Source: an optimization exercise on an open RTL-to-GDS flow (aim: small area, a short achievable clock period and few clock cycles per item). Production flows keep margins and buffers that such runs may drop.
Where RTL was checked, it was by simulation tests only, not by an equivalence proof against the original.
The clock input has no modelled driver; a real chip could not lean on it and would need a root buffer or a full tree.
No activity file was given, so power comes from the tool's default toggle rates.

oak:
==> flow/design.v <==
module subordinate #(
    localparam DATA_WIDTH = 32,
    localparam ADDRESS_WIDTH = 4
) (
    input  axi_aclk_in,
    input  axi_aresetn_in,
    input  [ADDRESS_WIDTH-1:0] axi_awaddr_in,
    input  [2:0] axi_awprot_in,
    input  axi_awvalid_in,
    input  [DATA_WIDTH-1:0] axi_wdata_in,
    input  [ADDRESS_WIDTH-1:0] axi_wstrb_in,
    input  axi_wvalid_in,
    input  axi_bready_in,
    input  [ADDRESS_WIDTH-1:0] axi_araddr_in,
    input  [2:0] axi_arprot_in,
    input  axi_arvalid_in,
    input  axi_rready_in,
    output axi_awready_out,
    output axi_wready_out,
    output [1:0] axi_bresp_out,
    output axi_bvalid_out,
    output axi_arready_out,
    output [DATA_WIDTH-1:0] axi_rdata_out,
    output [1:0] axi_rresp_out,
    output axi_rvalid_out
);
    reg [4*DATA_WIDTH-1:0] regs;
    wire wroom = axi_bready_in && axi_rready_in;
    wire write = axi_awvalid_in && axi_wvalid_in && wroom;
    assign axi_awready_out = axi_wvalid_in && wroom;
    assign axi_wready_out  = axi_awvalid_in && wroom;
    wire [DATA_WIDTH-1:0] wd = axi_wdata_in & {DATA_WIDTH{axi_aresetn_in}};
    integer n, k;
    always @(posedge axi_aclk_in)
        for (n = 0; n < 4; n = n + 1)
            for (k = 0; k < DATA_WIDTH/8; k = k + 1)
                if (!axi_aresetn_in || (write && axi_awaddr_in[3:2] == n && axi_wstrb_in[k]))
                    regs[n*DATA_WIDTH+k*8+:8] <= wd[k*8+:8];
    reg bvalid;
    always @(posedge axi_aclk_in)
        if (!axi_aresetn_in)
            bvalid <= 1'b0;
        else if (axi_bready_in)
            bvalid <= write;
    assign axi_bvalid_out = bvalid;
    assign axi_bresp_out  = 2'b00;
    reg       rvalid;
    reg [1:0] rsel;
    assign axi_arready_out = axi_rready_in;
    always @(posedge axi_aclk_in)
        if (!axi_aresetn_in)
            rvalid <= 1'b0;
        else if (axi_rready_in)
            rvalid <= axi_arvalid_in;
    always @(posedge axi_aclk_in)
        if (axi_rready_in)
            rsel <= axi_araddr_in[3:2];
    wire [DATA_WIDTH-1:0] rdata = regs[rsel*DATA_WIDTH+:DATA_WIDTH];
    assign axi_rvalid_out = rvalid;
    assign axi_rdata_out  = rdata;
    assign axi_rresp_out  = 2'b00;
endmodule
clock: 2.5 ns
lec_check: 0
cap_margin: 20
core_margin: 2
core_utilization: 60
setup_slack_margin: 1.1
slew_margin: 20
standard.sh (not shown) runs the stock make flow with config.mk's settings and CLKGATE_MAP_FILE= SYNTH_SCRIPT=/design/flow/synth_recipe.tcl, a recipe that flattens the netlist after the stock synthesis.
==> flow/flow/run.sh <==
#!/bin/bash
# Standard ORFS layout with two changes: plain buffers (instead of the
# default delay cells) on the ports, and a two-level clock tree built by
# flow/cts.tcl in place of TritonCTS: the clock port drives 2 sky130_fd_sc_hd__clkbuf_16,
# which drive 12 sky130_fd_sc_hd__clkbuf_8 leaf buffers, each driving one cluster of registers.
# ORFS logs stay under orfs/logs; make's output goes to flow_make.log.
set -euo pipefail
export BUFFER_PORTS_ARGS="-buffer_cell sky130_fd_sc_hd__buf_1"
export PRE_CTS_TCL="$(pwd)/flow/cts.tcl"
export MY_CTS_N1=2
export MY_CTS_CELL1=sky130_fd_sc_hd__clkbuf_16
export MY_CTS_N2=12
export MY_CTS_CELL2=sky130_fd_sc_hd__clkbuf_8

bash standard.sh > flow_make.log 2>&1
Other scripts of this flow, unchanged in this note and not shown: flow/flow/cts.tcl
Edits applied to the flow inputs when going from oak to pine:
==> flow/design.v <==
module subordinate #(
    localparam DATA_WIDTH = 32,
    localparam ADDRESS_WIDTH = 4
) (
    input  axi_aclk_in,
    input  axi_aresetn_in,
    input  [ADDRESS_WIDTH-1:0] axi_awaddr_in,
    input  [2:0] axi_awprot_in,
    input  axi_awvalid_in,
    input  [DATA_WIDTH-1:0] axi_wdata_in,
    input  [ADDRESS_WIDTH-1:0] axi_wstrb_in,
    input  axi_wvalid_in,
    input  axi_bready_in,
    input  [ADDRESS_WIDTH-1:0] axi_araddr_in,
    input  [2:0] axi_arprot_in,
    input  axi_arvalid_in,
    input  axi_rready_in,
    output axi_awready_out,
    output axi_wready_out,
    output [1:0] axi_bresp_out,
    output axi_bvalid_out,
    output axi_arready_out,
    output [DATA_WIDTH-1:0] axi_rdata_out,
    output [1:0] axi_rresp_out,
    output axi_rvalid_out
);
    reg [4*DATA_WIDTH-1:0] regs;
    wire write = axi_awvalid_in && axi_wvalid_in && axi_bready_in;
    assign axi_awready_out = axi_wvalid_in && axi_bready_in;
    assign axi_wready_out  = axi_awvalid_in && axi_bready_in;
    wire [DATA_WIDTH-1:0] wd = axi_wdata_in & {DATA_WIDTH{axi_aresetn_in}};
    integer n, k;
    always @(posedge axi_aclk_in)
        for (n = 0; n < 4; n = n + 1)
            for (k = 0; k < DATA_WIDTH/8; k = k + 1)
                if (!axi_aresetn_in || (write && axi_awaddr_in[3:2] == n && axi_wstrb_in[k]))
                    regs[n*DATA_WIDTH+k*8+:8] <= wd[k*8+:8];
    reg bvalid;
    always @(posedge axi_aclk_in)
        if (!axi_aresetn_in)
            bvalid <= 1'b0;
        else if (axi_bready_in)
            bvalid <= write;
    assign axi_bvalid_out = bvalid;
    assign axi_bresp_out  = 2'b00;
    reg                  rvalid;
    reg [DATA_WIDTH-1:0] rdata;
    assign axi_arready_out = axi_rready_in;
    always @(posedge axi_aclk_in)
        if (!axi_aresetn_in)
            rvalid <= 1'b0;
        else if (axi_rready_in)
            rvalid <= axi_arvalid_in;
    always @(posedge axi_aclk_in)
        if (axi_rready_in)
            rdata <= regs[axi_araddr_in[3:2]*DATA_WIDTH+:DATA_WIDTH];
    assign axi_rvalid_out = rvalid;
    assign axi_rdata_out  = rdata;
    assign axi_rresp_out  = 2'b00;
endmodule
Notes after the runs:
Inverter count was lower in pine than in oak. Min synthesized cell count across pine and oak: oak. Total of cells resized after clock tree synthesis: pine vs oak down 14. The run showing the greater net count reported at finish is pine. Sequential power: pine vs oak up 24%. Diff oak -> pine: detailed-router iteration count before antenna repair now smaller, cell area increased 300 um^2, final critical-path required period decreased 750 ps, flip-flop and latch count after synthesis increased by 30 relative to the old numbers.
Testbench counts of pine, summed over its fixed seeds: cycles 1,288, items 2,560.
For oak, only the layout was checked, not whether the RTL still works. In every run of this note, the design's own scripts or RTL, not TritonCTS, make the clock network.

========
subordinate, a different RTL version from the one above (not shown whole).
For scale: ~170 flip-flops, roughly 98 I/O pins, about 6400 sq um of cells after synthesis.
==> module subordinate, before the edit <==
module subordinate #(
    localparam DATA_WIDTH = 32,
    localparam ADDRESS_WIDTH = 4
) (
    input  axi_aclk_in,
    input  axi_aresetn_in,
    input  [ADDRESS_WIDTH-1:0] axi_awaddr_in,
    input  [2:0] axi_awprot_in,
    input  axi_awvalid_in,
    input  [DATA_WIDTH-1:0] axi_wdata_in,
    input  [ADDRESS_WIDTH-1:0] axi_wstrb_in,
    input  axi_wvalid_in,
    input  axi_bready_in,
    input  [ADDRESS_WIDTH-1:0] axi_araddr_in,
    input  [2:0] axi_arprot_in,
    input  axi_arvalid_in,
    input  axi_rready_in,
    output axi_awready_out,
    output axi_wready_out,
    output [1:0] axi_bresp_out,
    output axi_bvalid_out,
    output axi_arready_out,
    output [DATA_WIDTH-1:0] axi_rdata_out,
    output [1:0] axi_rresp_out,
    output axi_rvalid_out
);
    reg [4*DATA_WIDTH-1:0] regs;
    wire write = axi_awvalid_in && axi_wvalid_in;
    assign axi_awready_out = axi_wvalid_in;
    assign axi_wready_out  = axi_awvalid_in;
    wire [DATA_WIDTH-1:0] wd = axi_wdata_in & {DATA_WIDTH{axi_aresetn_in}};
    integer n, k;
    always @(posedge axi_aclk_in)
        for (n = 0; n < 4; n = n + 1)
            for (k = 0; k < DATA_WIDTH/8; k = k + 1)
                if (!axi_aresetn_in || (write && axi_awaddr_in[3:2] == n && axi_wstrb_in[k]))
                    regs[n*DATA_WIDTH+k*8+:8] <= wd[k*8+:8];
    reg       bvalid;
    reg [2:0] bq;
    wire      bslot  = !bvalid || axi_bready_in;
    wire [2:0] bq_inc = bq + 3'd1;
    wire [2:0] bq_dec = (bq == 3'd0) ? 3'd0 : bq - 3'd1;
    always @(posedge axi_aclk_in)
        if (!axi_aresetn_in) begin
            bvalid <= 1'b0;
            bq     <= 3'd0;
        end else begin
            if (bslot)
                bvalid <= write || (bq != 3'd0);
            case ({bslot, write})
            2'b00: bq <= bq;
            2'b01: bq <= bq_inc;
            2'b10: bq <= bq_dec;
            2'b11: bq <= bq;
            endcase
        end
    assign axi_bvalid_out = bvalid;
    assign axi_bresp_out  = 2'b00;
    reg                  rvalid;
    reg [DATA_WIDTH-1:0] rdata;
    assign axi_arready_out = axi_rready_in;
    always @(posedge axi_aclk_in)
        if (!axi_aresetn_in)
            rvalid <= 1'b0;
        else if (axi_rready_in)
            rvalid <= axi_arvalid_in;
    always @(posedge axi_aclk_in)
        if (axi_rready_in)
            rdata <= regs[axi_araddr_in[3:2]*DATA_WIDTH+:DATA_WIDTH];
    assign axi_rvalid_out = rvalid;
    assign axi_rdata_out  = rdata;
    assign axi_rresp_out  = 2'b00;
endmodule
export LEC_CHECK = 0
export CAP_MARGIN = 20
export CORE_MARGIN = 2
export CORE_UTILIZATION = 40
export SETUP_SLACK_MARGIN = 1.1
export SLEW_MARGIN = 20
create_clock -name core_clock -period 2.5 [get_ports {axi_aclk_in}]
Scripts as last shown in full above: flow/flow/run.sh
Other scripts of this flow, unchanged in this note and not shown: flow/flow/cts.tcl
Next try:
==> flow/design.v (replaced) <==
module subordinate #(
    localparam DATA_WIDTH = 32,
    localparam ADDRESS_WIDTH = 4
) (
    input  axi_aclk_in,
    input  axi_aresetn_in,
    input  [ADDRESS_WIDTH-1:0] axi_awaddr_in,
    input  [2:0] axi_awprot_in,
    input  axi_awvalid_in,
    input  [DATA_WIDTH-1:0] axi_wdata_in,
    input  [ADDRESS_WIDTH-1:0] axi_wstrb_in,
    input  axi_wvalid_in,
    input  axi_bready_in,
    input  [ADDRESS_WIDTH-1:0] axi_araddr_in,
    input  [2:0] axi_arprot_in,
    input  axi_arvalid_in,
    input  axi_rready_in,
    output axi_awready_out,
    output axi_wready_out,
    output [1:0] axi_bresp_out,
    output axi_bvalid_out,
    output axi_arready_out,
    output [DATA_WIDTH-1:0] axi_rdata_out,
    output [1:0] axi_rresp_out,
    output axi_rvalid_out
);
    reg [4*DATA_WIDTH-1:0] regs;
    reg  bvalid;
    reg  bfree;
    wire bslot = bfree || axi_bready_in;
    wire write = axi_awvalid_in && axi_wvalid_in && bslot;
    assign axi_awready_out = axi_wvalid_in && bslot;
    assign axi_wready_out  = axi_awvalid_in && bslot;
    wire [DATA_WIDTH-1:0] wd = axi_wdata_in & {DATA_WIDTH{axi_aresetn_in}};
    integer n, k;
    always @(posedge axi_aclk_in)
        for (n = 0; n < 4; n = n + 1)
            for (k = 0; k < DATA_WIDTH/8; k = k + 1)
                if (!axi_aresetn_in || (write && axi_awaddr_in[3:2] == n && axi_wstrb_in[k]))
                    regs[n*DATA_WIDTH+k*8+:8] <= wd[k*8+:8];
    always @(posedge axi_aclk_in)
        if (!axi_aresetn_in) begin
            bvalid <= 1'b0;
            bfree  <= 1'b1;
        end else if (bslot) begin
            bvalid <= write;
            bfree  <= !write;
        end
    assign axi_bvalid_out = bvalid;
    assign axi_bresp_out  = 2'b00;
    reg                  rvalid;
    reg [DATA_WIDTH-1:0] rdata;
    wire rslot = !rvalid || axi_rready_in;
    assign axi_arready_out = rslot;
    always @(posedge axi_aclk_in)
        if (!axi_aresetn_in)
            rvalid <= 1'b0;
        else if (rslot)
            rvalid <= axi_arvalid_in;
    always @(posedge axi_aclk_in)
        if (rslot)
            rdata <= regs[axi_araddr_in[3:2]*DATA_WIDTH+:DATA_WIDTH];
    assign axi_rvalid_out = rvalid;
    assign axi_rdata_out  = rdata;
    assign axi_rresp_out  = 2'b00;
endmodule
The changed run finished with timing, DRC and antenna clean.
Clock power barely changes.
Sequential power shrinks by about 3%.
Hold slack degrades by 53 ps.
Wire length grows by 8.5%.
Worst setup slack degrades by 140 ps.
Flip-flop and latch count shrinks by 2.
No functional check of the RTL was part of any run of this note. In every run of this note, the design's own scripts or RTL, not TritonCTS, make the clock network.

[afterwards: timing with drivers on the ports]
Ports are ideal in the flow. The routed layouts listed here were re-timed in OpenROAD.
Step 1 (the two cells are an assumption about what drives the block):
set clk [get_ports {axi_aclk_in}]
set_driving_cell -lib_cell sky130_fd_sc_hd__clkbuf_16 $clk
set_driving_cell -lib_cell sky130_fd_sc_hd__buf_2 [delete_from_list [all_inputs] $clk]
Step 2 times the ports against the registers' clock, not the clock port: input delays grow and output delays shrink by t, the midpoint of the rising clock arrivals with the driver on.
a / b / c = ideal ports / drivers / drivers and shift; a / b = the first two.
| run | t (ns) | setup slack, ns | hold slack, ns | worst setup path at the end |
|---|---|---|---|---|
| oak | 0.337 | 0.355 / 0.302 / 0.639 | 0.373 / 0.343 / 0.504 | register to output |
| pine | 0.351 | 1.109 / 1.081 / 0.803 | 0.492 / 0.469 / 0.492 | input to register |
| the first run of note 2 | 0.367 | 1.080 / 1.060 / 0.752 | 0.441 / 0.408 / 0.509 | input to register |
| the second run of note 2 | 0.369 | 0.944 / 0.881 / 0.691 | 0.388 / 0.348 / 0.584 | input to register |
After both steps setup and hold are still met in every run listed. For the first run of note 2, which loses most, drivers alone change the setup slack by -0.020 ns; drivers and shift together by -0.328 ns.
